From an optimization exercise on the open Yosys and OpenROAD flow, aimed at low power; shortcuts taken in it are not production practice.
The RTL was checked by simulation tests, not by an equivalence proof against the original design.
No run shown here takes its clock network from TritonCTS; it comes from the design's own scripts or RTL.
No driver is modelled on the clock port, so clock power and skew are understated where the tree is cut down; a real chip needs a root buffer or a tree.
Power is estimated from default activity; no workload was simulated.

==> flow/config.mk <==
export PLATFORM = sky130hd
export DESIGN_NAME = spi_ram_controller
export DESIGN_NICKNAME = spi_ram_controller
export VERILOG_FILES = /design/flow/design.v
export SDC_FILE = /design/flow/constraint.sdc
export NUM_CORES = 4
export LEC_CHECK = 0
export ABC_AREA = 1
export CAP_MARGIN = 20
export CORE_MARGIN = 2
export CORE_UTILIZATION = 40
export SLEW_MARGIN = 20
==> flow/constraint.sdc <==
create_clock -name core_clock -period 5.0 [get_ports {clk}]
set_input_delay 1.0000 -clock core_clock [delete_from_list [all_inputs] [get_ports {clk}]]
set_output_delay 1.0000 -clock core_clock [all_outputs]
set_load 0.01 [all_outputs]
==> flow/design.v <==
module spi_ram_controller #(parameter DATA_WIDTH_BYTES=4, parameter ADDR_BITS=16) (
    input clk,
    input rstn,
    input  spi_miso,
    output spi_select,
    output spi_mosi,
    input [ADDR_BITS-1:0]           addr_in,
    input [DATA_WIDTH_BYTES*8-1:0]  data_in,
    input                           start_read,
    input                           start_write,
    output [DATA_WIDTH_BYTES*8-1:0] data_out,
    output                          busy
);
    reg [5:0] cnt;
    reg writing, miso_buf;
    reg [15:0] addr;
    reg [31:0] data;
    wire busy_w = |cnt[5:3];
    wire go = !busy_w & (start_read | start_write);
    wire addr_ph = cnt[5:4] == 2'b01;
    wire data_ph = cnt[5];
    always @(posedge clk)
        if (!rstn) cnt <= 6'd0;
        else if (go) cnt <= 6'd8;
        else if (busy_w) cnt <= cnt + 6'd1;
        else cnt <= 6'd0;
    wire a_ld = rstn & go;
    wire a_sh = rstn & addr_ph;
    wire a_hd = rstn & (cnt[5:3] == 3'b001);
    always @(posedge clk) begin
        if (!rstn) writing <= 0;
        else if (!busy_w) writing <= start_write;
        addr <= ({16{a_ld}} & addr_in) | ({16{a_sh}} & {addr[14:0], 1'b0}) | ({16{a_hd}} & addr);
    end
    always @(negedge clk) miso_buf <= spi_miso;
    wire d_ld = rstn & !busy_w & start_write;
    wire d_sh = rstn & data_ph;
    wire d_hd = rstn & !(!busy_w & start_write) & !data_ph;
    always @(posedge clk)
        data <= ({32{d_ld}} & data_in) | ({32{d_sh}} & {data[30:0], miso_buf}) | ({32{d_hd}} & data);
    assign busy = busy_w;
    assign spi_select = !busy_w;
    assign data_out = data;
    assign spi_mosi = cnt == 6'd14 || (cnt == 6'd15 && !writing) || (addr_ph & addr[15]) || (data_ph & data[31]);
endmodule
==> flow/flow/run.sh <==
#!/bin/bash
# Standard ORFS layout with power-oriented options:
#  - own clock tree: the clock port drives a few buffers, one per cluster of clock sinks
#  - port buffers of the smallest buffer cell
set -euo pipefail
HERE=$(cd "$(dirname "$0")" && pwd)
export PRE_CTS_TCL=$HERE/pre_cts.tcl
export MY_CLK_CLUSTERS=3
export MY_CLK_SLEW_NS=0.11
export MY_CLK_SHRINK=0.7
export BUFFER_PORTS_ARGS="-buffer_cell sky130_fd_sc_hd__buf_1"
bash standard.sh > standard.log 2>&1
==> flow/flow/clock_tree.tcl <==
# Clock tree for a small design: the clock port drives up to K buffers directly, each buffer
# drives one cluster of clock sinks (k-means on sink positions). Each buffer gets the smallest
# size whose sinks' clock slew stays under a target.
proc my_clock_tree {K target_ns {shrink 0}} {
  set block [ord::get_db_block]
  set db [ord::get_db]
  set net [$block findNet clk]
  set its {}
  set pts {}
  foreach it [$net getITerms] {
    set b [[$it getInst] getBBox]
    lappend its $it
    lappend pts [list [expr {([$b xMin] + [$b xMax]) / 2.0}] [expr {([$b yMin] + [$b yMax]) / 2.0}]]
  }
  set n [llength $pts]
  set cap [expr {($n + $K - 1) / $K + 1}]
  set order [lsort -real -indices [lmap p $pts {expr {[lindex $p 0] + [lindex $p 1]}}]]
  set cs {}
  for {set k 0} {$k < $K} {incr k} {
    lappend cs [lindex $pts [lindex $order [expr {int(($k + 0.5) * $n / $K)}]]]
  }
  for {set iter 0} {$iter < 30} {incr iter} {
    # balanced assignment: nearest free cluster first, at most cap sinks per cluster
    set trip {}
    set i 0
    foreach p $pts {
      for {set k 0} {$k < $K} {incr k} {
        set c [lindex $cs $k]
        lappend trip [list [expr {abs([lindex $p 0] - [lindex $c 0]) + abs([lindex $p 1] - [lindex $c 1])}] $i $k]
      }
      incr i
    }
    set asg [lrepeat $n -1]
    set fill [lrepeat $K 0]
    foreach t [lsort -real -index 0 $trip] {
      lassign $t d i k
      if {[lindex $asg $i] >= 0 || [lindex $fill $k] >= $cap} continue
      lset asg $i $k
      lset fill $k [expr {[lindex $fill $k] + 1}]
    }
    set ncs {}
    for {set k 0} {$k < $K} {incr k} {
      set xs {}; set ys {}
      foreach p $pts a $asg { if {$a == $k} { lappend xs [lindex $p 0]; lappend ys [lindex $p 1] } }
      if {[llength $xs] == 0} { lappend ncs [lindex $cs $k]; continue }
      set xs [lsort -real $xs]; set ys [lsort -real $ys]
      set m [expr {[llength $xs] / 2}]
      lappend ncs [list [lindex $xs $m] [lindex $ys $m]]
    }
    if {$ncs eq $cs} break
    set cs $ncs
  }
  set sizes {sky130_fd_sc_hd__clkbuf_2 sky130_fd_sc_hd__clkbuf_4 sky130_fd_sc_hd__clkbuf_8 sky130_fd_sc_hd__clkbuf_16}
  set bufs {}
  for {set k 0} {$k < $K} {incr k} {
    set inst [odb::dbInst_create $block [$db findMaster [lindex $sizes 0]] clkbuf_my_$k]
    set newnet [odb::dbNet_create $block clknet_my_$k]
    $newnet setSigType CLOCK
    foreach it $its a $asg { if {$a == $k} { $it disconnect; $it connect $newnet } }
    [$inst findITerm A] connect $net
    [$inst findITerm X] connect $newnet
    set c [lindex $cs $k]
    $inst setLocation [expr {int([lindex $c 0])}] [expr {int([lindex $c 1])}]
    # pull the cluster's cells towards its buffer (shrink 0 leaves them where they are);
    # the detailed placement that follows in cts.tcl makes the placement legal again
    if {$shrink > 0} {
      foreach it $its a $asg p $pts {
        if {$a != $k} continue
        set i [$it getInst]
        lassign [$i getLocation] x y
        set nx [expr {int($x - $shrink * ([lindex $p 0] - [lindex $c 0]))}]
        set ny [expr {int($y - $shrink * ([lindex $p 1] - [lindex $c 1]))}]
        $i setLocation $nx $ny
      }
    }
    $inst setPlacementStatus PLACED
    lappend bufs $inst
  }
  if {$shrink > 0} { detailed_placement }
  set_propagated_clock [all_clocks]
  for {set round 0} {$round < 4} {incr round} {
    estimate_parasitics -placement
    set changed 0
    foreach inst $bufs {
      set worst 0
      foreach it [[[$inst findITerm X] getNet] getITerms] {
        if {[$it isOutputSignal]} continue
        set pin [get_pins [[$it getInst] getName]/[[$it getMTerm] getName]]
        foreach e {rise fall} { foreach a {min max} {
          set s [get_property $pin slew_${a}_$e]
          if {$s > $worst} { set worst $s }
        } }
      }
      set cur [[$inst getMaster] getName]
      set i [lsearch $sizes $cur]
      if {$worst > $target_ns && $i < [llength $sizes] - 1} {
        $inst swapMaster [$db findMaster [lindex $sizes [expr {$i + 1}]]]
        set changed 1
      }
      puts "my_clock_tree: round $round [$inst getName] $cur worst slew $worst"
    }
    if {!$changed} break
  }
}
==> flow/flow/pre_cts.tcl <==
# Runs inside ORFS's cts.tcl before clock_tree_synthesis: builds the clock tree here and
# turns the clock_tree_synthesis call that follows into a no-op.
source [file join [file dirname [info script]] clock_tree.tcl]
my_clock_tree $::env(MY_CLK_CLUSTERS) $::env(MY_CLK_SLEW_NS) $::env(MY_CLK_SHRINK)
rename clock_tree_synthesis orfs_clock_tree_synthesis
proc clock_tree_synthesis {args} {
  puts "clock_tree_synthesis skipped: the clock tree was built by pre_cts.tcl"
  set_propagated_clock [all_clocks]
}
==> flow/standard.sh <==
#!/bin/bash
# synth_recipe.tcl (not shown) runs the flow's synth.tcl, then flattens the netlist and writes it again
# the make line also repeats each setting of config.mk as NAME=value (left out here)
make -C /OpenROAD-flow-scripts/flow DESIGN_CONFIG=/design/flow/config.mk WORK_HOME=/design/flow/orfs CLKGATE_MAP_FILE= SYNTH_SCRIPT=/design/flow/synth_recipe.tcl "${@:-finish}"
==> impl_summary.log, run 1 <==
[metrics] routability congestion estimate from global placement: 0.751
[metrics] final global-route overflow total: 0
[metrics] number of iterations in the first detailed-routing pass: 4
[metrics] final instance area: roughly 2800 µm²
[metrics] post-synthesis xor/xnor area fraction: 0
[metrics] half-perimeter wire length of the detailed placement result: ~3700 µm
[metrics] number of vias in the routed layout: 2395
[metrics] number of setup violations in the final report: 0
[metrics] synthesized cell area: roughly 2400 µm²
[metrics] Worst R2R Path Depth: 2
[metrics] via density per instance: between 4 and 5
[metrics] antenna violation net count after detailed routing: 0
[metrics] most frequent cells after synthesis: 151 x sky130_fd_sc_hd__nand2_1, 68 x sky130_fd_sc_hd__nand3_1, 56 x sky130_fd_sc_hd__dfxtp_1
[metrics] instance count of the mapped netlist: 346
[metrics] Critical Path Sink Type: register
[metrics] largest family of logic cells by synthesized area: simple AND/OR/NAND/NOR gates
[metrics] multiplexer fraction of the synthesized cell area: 0
[metrics] most used flip-flop cell after synthesis: sky130_fd_sc_hd__dfxtp_1
[metrics] quantity of I/O buffers inserted on ports: between 80 and 90
[metrics] number of I/O pins: between 80 and 90
[metrics] number of post-CTS setup repair buffers: 0
[metrics] non-filler instance count after layout: 496
[metrics] max-slew violations: 0
[metrics] total of hold buffers inserted after clock tree synthesis: 0
[metrics] pin count of the biggest net entering global routing: 35
[metrics] DIE HEIGHT: between 80 and 90 µm
[metrics] Mapped Nets: between 400 and 500
[metrics] share of Yosys cell area claimed by the top area cell type: 0.464
[metrics] clock slew at the register clock pins of the worst setup and hold paths: roughly 0.11 ns
[metrics] Worst setup endpoint: miso_buf
[metrics] arrival time at the worst endpoint: around 1.1 ns
[metrics] CP max stage cell: sky130_fd_sc_hd__buf_1
[metrics] most used standard cell by instance count after synthesis: sky130_fd_sc_hd__nand2_1
[metrics] number of max-cap violations: 0
[metrics] vias in the first global route: between 2000 and 2500
[metrics] Critical Path, Cell by Cell: buf_1
[metrics] number of distinct library cells after synthesis: 22
[metrics] headroom to the max-slew limit: 0.308
[metrics] drt drc: 0
[metrics] stages on the worst setup path: 1
[metrics] RSZ-0062 raised after global routing: false
[metrics] maximum net fanout on the critical path: 1
[metrics] Worst VDD drop: roughly 0.20 mV
[metrics] areal power density over the cells: 277 nW/µm²
[metrics] fraction of the yosys area taken by sequential cells: 0.464
[metrics] Worst Setup Path Type: in2reg
[metrics] Clk pwr share: 0.212
[metrics] nets@finish: 478
[metrics] width of the chip: about 82 µm
[metrics] power dissipated by switching net loads: 0.205 mW
[metrics] kind of start point of the critical path: input pin
[metrics] placed cell count: 493
[metrics] launch point of the worst path: spi_miso
[metrics] Layout area overhead: 15.9%
[metrics] placed instance area: 2760 µm²
[metrics] initial DRC count: 170
[metrics] least setup slack across all paths after layout: 1.55 ns
[metrics] number of warnings reported in the yosys synthesis log: 1
[metrics] Fin. Hold Viols: 0
[metrics] starting density of the core: 0.410
[metrics] Detailed Route WL: a little under 7000 µm
[metrics] Int Pwr: 0.570 mW
[metrics] Total Power Consumption: approximately 0.77 mW
[metrics] leakage power summed over all cells: 1.25 nW
[metrics] placeable core region: 5890 µm²
[metrics] path class of the lowest-slack min-delay path: reg2reg
[metrics] detail-routed net length per standard cell: ~14 µm
[metrics] power share of the sequential group: 0.647
[metrics] FF-to-FF End: data[0]
[metrics] ranking of synthesized cells by area: sky130_fd_sc_hd__dfxtp_1 46%, sky130_fd_sc_hd__nand2_1 23%, sky130_fd_sc_hd__nand3_1 14%
[metrics] combinational share of power: 0.141
[metrics] sw frac: 0.264
[metrics] global-route wire length before repair: about 10000 µm
[metrics] adder-cell share of the synthesized area: 0.0104
[metrics] worst-margin pin slew: about 1.0 ns
[metrics] compound-gate portion of the synthesized area: 0.0140
[metrics] worst reg2reg path startpoint: miso_buf
[metrics] Die ar.: 6670 µm²
[metrics] number of gates given a new drive strength after cts: 0
[metrics] critical path data required time: ~2.6 ns
[metrics] row cnt: 28
[metrics] Mean Syn Cell Area: about 7 µm²
[metrics] Worst-Skew Late Latency: around 0.22 ns
[metrics] Simple-Gate Fraction of Synth Area: 0.434
[metrics] number of antenna violations at the first check in global routing: 1
[metrics] overall track demand over capacity in global routing: 0.196
[metrics] maximum cell stage delay along the critical path: approximately 0.07 ns
[metrics] kind of cell adding the most delay to the critical path: buffers and inverters
[metrics] hold slack final: slightly below 0.5 ns
[metrics] minimum setup slack among reg-to-reg paths: about 1.9 ns
[metrics] count of state elements after synthesis: 56
[metrics] largest clock skew in the final design: roughly 0.056 ns
[metrics] fraction of final layout cells sized beyond drive strength 1: 0.0356
[metrics] result of the run: finished clean
[metrics] pre-CTS setup slack: roughly 1.3 ns
[metrics] Post-synth ARST share: 0
[metrics] number of enable-type register cells in the synthesized netlist: 0
[metrics] final core utilization: 0.475
[metrics] most area-hungry cell type in the Yosys netlist: sky130_fd_sc_hd__dfxtp_1
[metrics] count of buffering cells on the critical path with inverters included: 1
[metrics] final antenna diode count: 0
[metrics] sum of negative setup slack: 0 ns
-- state kept, by name, summed over array words and instances (netlist names) --
signal,cells
data,32
addr,16
cnt,6
miso_buf,1
writing,1
-- power groups by stage --
stage | Combinational, mW | Clock (mW) | Sequential, mW
after floorplan | 0.0580 | 0.00250 | 0.513
after global placement | 0.105 | 0.00250 | 0.507
after detailed placement | 0.106 | 0.00250 | 0.507
after CTS | 0.112 | 0.165 | 0.501
after global routing | 0.124 | 0.183 | 0.505
final | 0.109 | 0.164 | 0.501
-- worst min-delay path by stage --
stage,cells after the start,from,slack [ns],endpoint
after CTS,2,addr[0],0.48,addr[0]
after floorplan,2,addr[0],0.43,addr[0]
final,2,addr[0],0.48,addr[0]
after global placement,2,addr[0],0.44,addr[0]
after detailed placement,2,addr[0],0.44,addr[0]
after global routing,2,addr[0],0.51,addr[0]
-- layer usage --
metal,up-vias,track usage,part of all wire
li1,1229,-,-
met1,1084,0.286,0.46
met2,73,0.318,0.46
met3,7,0.0297,0.065
met4,2,0.0167,0.0093
met5,-,0,0.0010
-- layout make-up --
class	count	area, µm²
fillers	637	3090
flip-flops and latches	56	1120
multi-input cells	246	1110
repair buffers	87	327
inverters	28	105
well taps	75	93.8
plain buffers	3	41.3
clock inverters	1	3.75
-- logic make-up (layout without fill, tap and decap cells) --
kind of cell,Yosys count,count (layout)
AND/OR/NAND/NOR,238,238
AO/OA/AOI/OAI,6,6
flip-flops,56,56
adder cells (fa/ha/maj),2,2
buffers and inverters,44,119
-- placed cells by master, fill, tap and decap left out, types with 2 or more instances in the layout --
cell,n
sky130_fd_sc_hd__buf_1,87
sky130_fd_sc_hd__ha_1,2
sky130_fd_sc_hd__dfxtp_1,56
sky130_fd_sc_hd__inv_2,2
sky130_fd_sc_hd__o21ai_0,2
sky130_fd_sc_hd__clkbuf_8,3
sky130_fd_sc_hd__nand2_1,151
sky130_fd_sc_hd__nor2_4,3
sky130_fd_sc_hd__nor3_1,2
sky130_fd_sc_hd__nor2_1,7
sky130_fd_sc_hd__nand3_1,68
sky130_fd_sc_hd__a21oi_1,2
sky130_fd_sc_hd__inv_1,27
sky130_fd_sc_hd__nand2_2,3
==> run 2: changes to the inputs <==
--- a/flow/flow/run.sh
+++ b/flow/flow/run.sh
@@ -8,5 +8,5 @@
 export MY_CLK_CLUSTERS=3
 export MY_CLK_SLEW_NS=0.11
-export MY_CLK_SHRINK=0.7
+export MY_CLK_SHRINK=0.5
 export BUFFER_PORTS_ARGS="-buffer_cell sky130_fd_sc_hd__buf_1"
 bash standard.sh > standard.log 2>&1
==> run 2 against run 1 <==
Hold slack got worse by 0.0059 ns; via count fell by 1.8%; die area unchanged; clock skew grew 0.0029 ns; critical endpoint unchanged; final cell count unchanged; synthesized cell count did not move; core utilization is 0.19 points higher; critical path type unchanged; still clean on timing, DRC and antenna; design area grew 0.40%.
==> impl_summary.log, run 2 <==
[metrics] pre-CTS setup slack: 1.32 ns (unchanged)
[metrics] maximum cell stage delay along the critical path: 0.07 ns (about the same)
[metrics] compound-gate portion of the synthesized area: 0.0140 (unchanged)
[metrics] worst-margin pin slew: 1.02 ns (-0.0130 ns)
[metrics] sum of negative setup slack: 0 ns (unchanged)
[metrics] Worst VDD drop: 0.137 mV (-31%)
[metrics] flip-flop count of the largest register, all copies and words added: 32 (unchanged)
[metrics] drt drc: 0 (unchanged)
[metrics] number of fill cells in the layout: 636 (-0.16%)
[metrics] ranking of synthesized cells by area: sky130_fd_sc_hd__dfxtp_1 46%, sky130_fd_sc_hd__nand2_1 23%, sky130_fd_sc_hd__nand3_1 14%
[metrics] area occupied by multi-input gates: 1110 µm² (unchanged)
[metrics] most frequent cells after synthesis: 151 x sky130_fd_sc_hd__nand2_1, 68 x sky130_fd_sc_hd__nand3_1, 56 x sky130_fd_sc_hd__dfxtp_1
[metrics] final antenna diode count: 0 (unchanged)
[metrics] number of antenna violations at the first check in global routing: 1 (unchanged)
[metrics] stages on the worst setup path: 1 (unchanged)
[metrics] adder-cell share of the synthesized area: 0.0104 (unchanged)
[metrics] final global-route overflow total: 0 (unchanged)
[metrics] quantity of I/O buffers inserted on ports: 87 (unchanged)
[metrics] detail-routed net length per standard cell: 12.6 µm (-7.7%)
[metrics] count of state elements after synthesis: 56 (unchanged)
[metrics] number of post-CTS setup repair buffers: 0 (unchanged)
[metrics] Largest Register: data
[metrics] final core utilization: 0.477 (+0.00191)
[metrics] largest registers ranked by flip-flop count: data: 32 flops, addr: 16 flops, cnt: 6 flops
[metrics] Worst Setup Path Type: in2reg
[metrics] row cnt: 28 (unchanged)
[metrics] Layout area overhead: 16.4%
[metrics] result of the run: finished clean
[metrics] Mean Syn Cell Area: 6.98 µm² (unchanged)
[metrics] fraction of the yosys area taken by sequential cells: 0.464 (unchanged)
[metrics] Critical Path, Cell by Cell: buf_1
[metrics] share of Yosys cell area claimed by the top area cell type: 0.464 (unchanged)
[metrics] Worst Hold Depth: 2 (unchanged)
[metrics] DIE HEIGHT: 81.7 µm (unchanged)
[metrics] instance count of the mapped netlist: 346 (unchanged)
[metrics] number of iterations in the first detailed-routing pass: 4 (unchanged)
[metrics] Critical Path Sink Type: register
[metrics] kind of start point of the critical path: input pin
[metrics] initial DRC count: 166 (-2.4%)
[metrics] most used standard cell by instance count after synthesis: sky130_fd_sc_hd__nand2_1
[metrics] number of max-cap violations: 0 (unchanged)
[metrics] nets@finish: 478 (unchanged)
[metrics] synthesized cell area: 2410 µm² (unchanged)
[metrics] leakage power summed over all cells: 1.25 nW (+0.41%)
[metrics] count of buffering cells on the critical path with inverters included: 1 (unchanged)
[metrics] global-route wire length before repair: 9940 µm (-5.2%)
[metrics] clock slew at the register clock pins of the worst setup and hold paths: 0.08 ns (-0.03 ns)
[metrics] number of setup violations in the final report: 0 (unchanged)
[metrics] least setup slack across all paths after layout: 1.53 ns (-0.0173 ns)
[metrics] Worst-Skew Late Latency: 0.20 ns (-0.02 ns)
[metrics] width of the chip: 81.7 µm (unchanged)
[metrics] overall track demand over capacity in global routing: 0.182 (-0.0141)
[metrics] Detailed Route WL: 6250 µm (-7.7%)
[metrics] total of hold buffers inserted after clock tree synthesis: 0 (unchanged)
[metrics] headroom to the max-slew limit: 0.317 (+0.00870)
[metrics] antenna violation net count after detailed routing: 0 (unchanged)
[metrics] kind of cell adding the most delay to the critical path: buffers and inverters
[metrics] routability congestion estimate from global placement: 0.751 (unchanged)
[metrics] critical path data required time: 2.60 ns (-0.02 ns)
[metrics] number of distinct library cells after synthesis: 22 (unchanged)
[metrics] half-perimeter wire length of the detailed placement result: 3670 µm (unchanged)
[metrics] Seq. cell area: 1120 µm² (unchanged)
[metrics] RSZ-0062 raised after global routing: false
[metrics] most used flip-flop cell after synthesis: sky130_fd_sc_hd__dfxtp_1
[metrics] fraction of final layout cells sized beyond drive strength 1: 0.0356 (unchanged)
[metrics] areal power density over the cells: 281 nW/µm² (+1.6%)
[metrics] maximum net fanout on the critical path: 1 (unchanged)
[metrics] Fin. Hold Viols: 0 (unchanged)
[metrics] starting density of the core: 0.410 (unchanged)
[metrics] number of vias in the routed layout: 2353 (-1.8%)
[metrics] Post-synth ARST share: 0 (unchanged)
[metrics] Total Power Consumption: 0.791 mW (+2.0%)
[metrics] Mapped Nets: 401 (unchanged)
[metrics] path class of the lowest-slack min-delay path: reg2reg
[metrics] commonest cells after routing, fill and taps aside: 151 x sky130_fd_sc_hd__nand2_1, 87 x sky130_fd_sc_hd__buf_1, 68 x sky130_fd_sc_hd__nand3_1
[metrics] placeable core region: 5890 µm² (unchanged)
[metrics] CP max stage cell: sky130_fd_sc_hd__buf_1
[metrics] most area-hungry cell type in the Yosys netlist: sky130_fd_sc_hd__dfxtp_1
[metrics] hold slack final: 0.475 ns (-0.00593 ns)
[metrics] multiplexer fraction of the synthesized cell area: 0 (unchanged)
[metrics] Simple-Gate Fraction of Synth Area: 0.434 (unchanged)
[metrics] pin count of the biggest net entering global routing: 35 (unchanged)
[metrics] post-synthesis xor/xnor area fraction: 0 (unchanged)
[metrics] leading cell type in the layout, fill and taps excluded: sky130_fd_sc_hd__nand2_1
[metrics] number of enable-type register cells in the synthesized netlist: 0 (unchanged)
[metrics] largest clock skew in the final design: 0.0587 ns (+0.00289 ns)
[metrics] via density per instance: 4.74 (-1.8%)
[metrics] number of gates given a new drive strength after cts: 0 (unchanged)
[metrics] number of warnings reported in the yosys synthesis log: 1 (unchanged)
[metrics] vias in the first global route: 2103 (-0.76%)
[metrics] Die ar.: 6670 µm² (unchanged)
[metrics] arrival time at the worst endpoint: 1.07 ns (about the same)
[metrics] Worst R2R Path Depth: 2 (unchanged)
[metrics] number of I/O pins: 88 (unchanged)
[metrics] largest family of logic cells by synthesized area: simple AND/OR/NAND/NOR gates
[metrics] max-slew violations: 0 (unchanged)
## run 2: cell counts after synthesis
No cell type changed its count.
## run 2: path summary, 6_finish.rpt
| path | start | to | slack, ns |
|---|---|---|---|
| worst min-delay path | addr[0] | addr[0] | 0.48 |
| worst min register to register | addr[0] | addr[0] | 0.48 |
| worst max-delay path | spi_miso | miso_buf | 1.53 |
| worst max register to register | miso_buf | data[0] | 1.88 |
## run 2: area by class of cell
type                            count  share of cell area
Multi-Input combinational cell    246               0.394
Buffer                              3              0.0187
Tap cell                           75              0.0334
Inverter                           28              0.0374
Clock inverter                      1             0.00134
Timing Repair Buffer               87               0.116
Sequential cell                    56               0.399
## run 2: worst reg2reg max path: stages (launching register included)
cell and delay (ns):
sky130_fd_sc_hd__dfxtp_1 0.29, sky130_fd_sc_hd__nand2_1 0.06, sky130_fd_sc_hd__nand3_1 0.10
## run 2: kinds of logic after synthesis
kind of cell,after synthesis
flip-flops,56
buffers and inverters,44
AND/OR/NAND/NOR,238
adder cells (fa/ha/maj),2
AO/OA/AOI/OAI,6
## run 2: metal layers
metal,global-route usage,vias to the layer above,part of all wire
met5,0,-,0.0011
met4,0.0133,2,0.0088
met3,0.0242,8,0.060
met2,0.311,58,0.46
met1,0.255,1057,0.47
li1,-,1228,-
## run 2: power by group
group	internal, mW	switching [mW]	leakage [nW]
clock	0.0746	0.109	0.0320
sequential	0.477	0.0229	0.460
combinational	0.0361	0.0710	0.758
## run 2: per-stage QoR
stage,instances,area (µm²)
floorplan,346,2410
global placement,493,2760
detailed placement,493,2760
CTS,496,2810
global route,496,2810
finish,496,2810
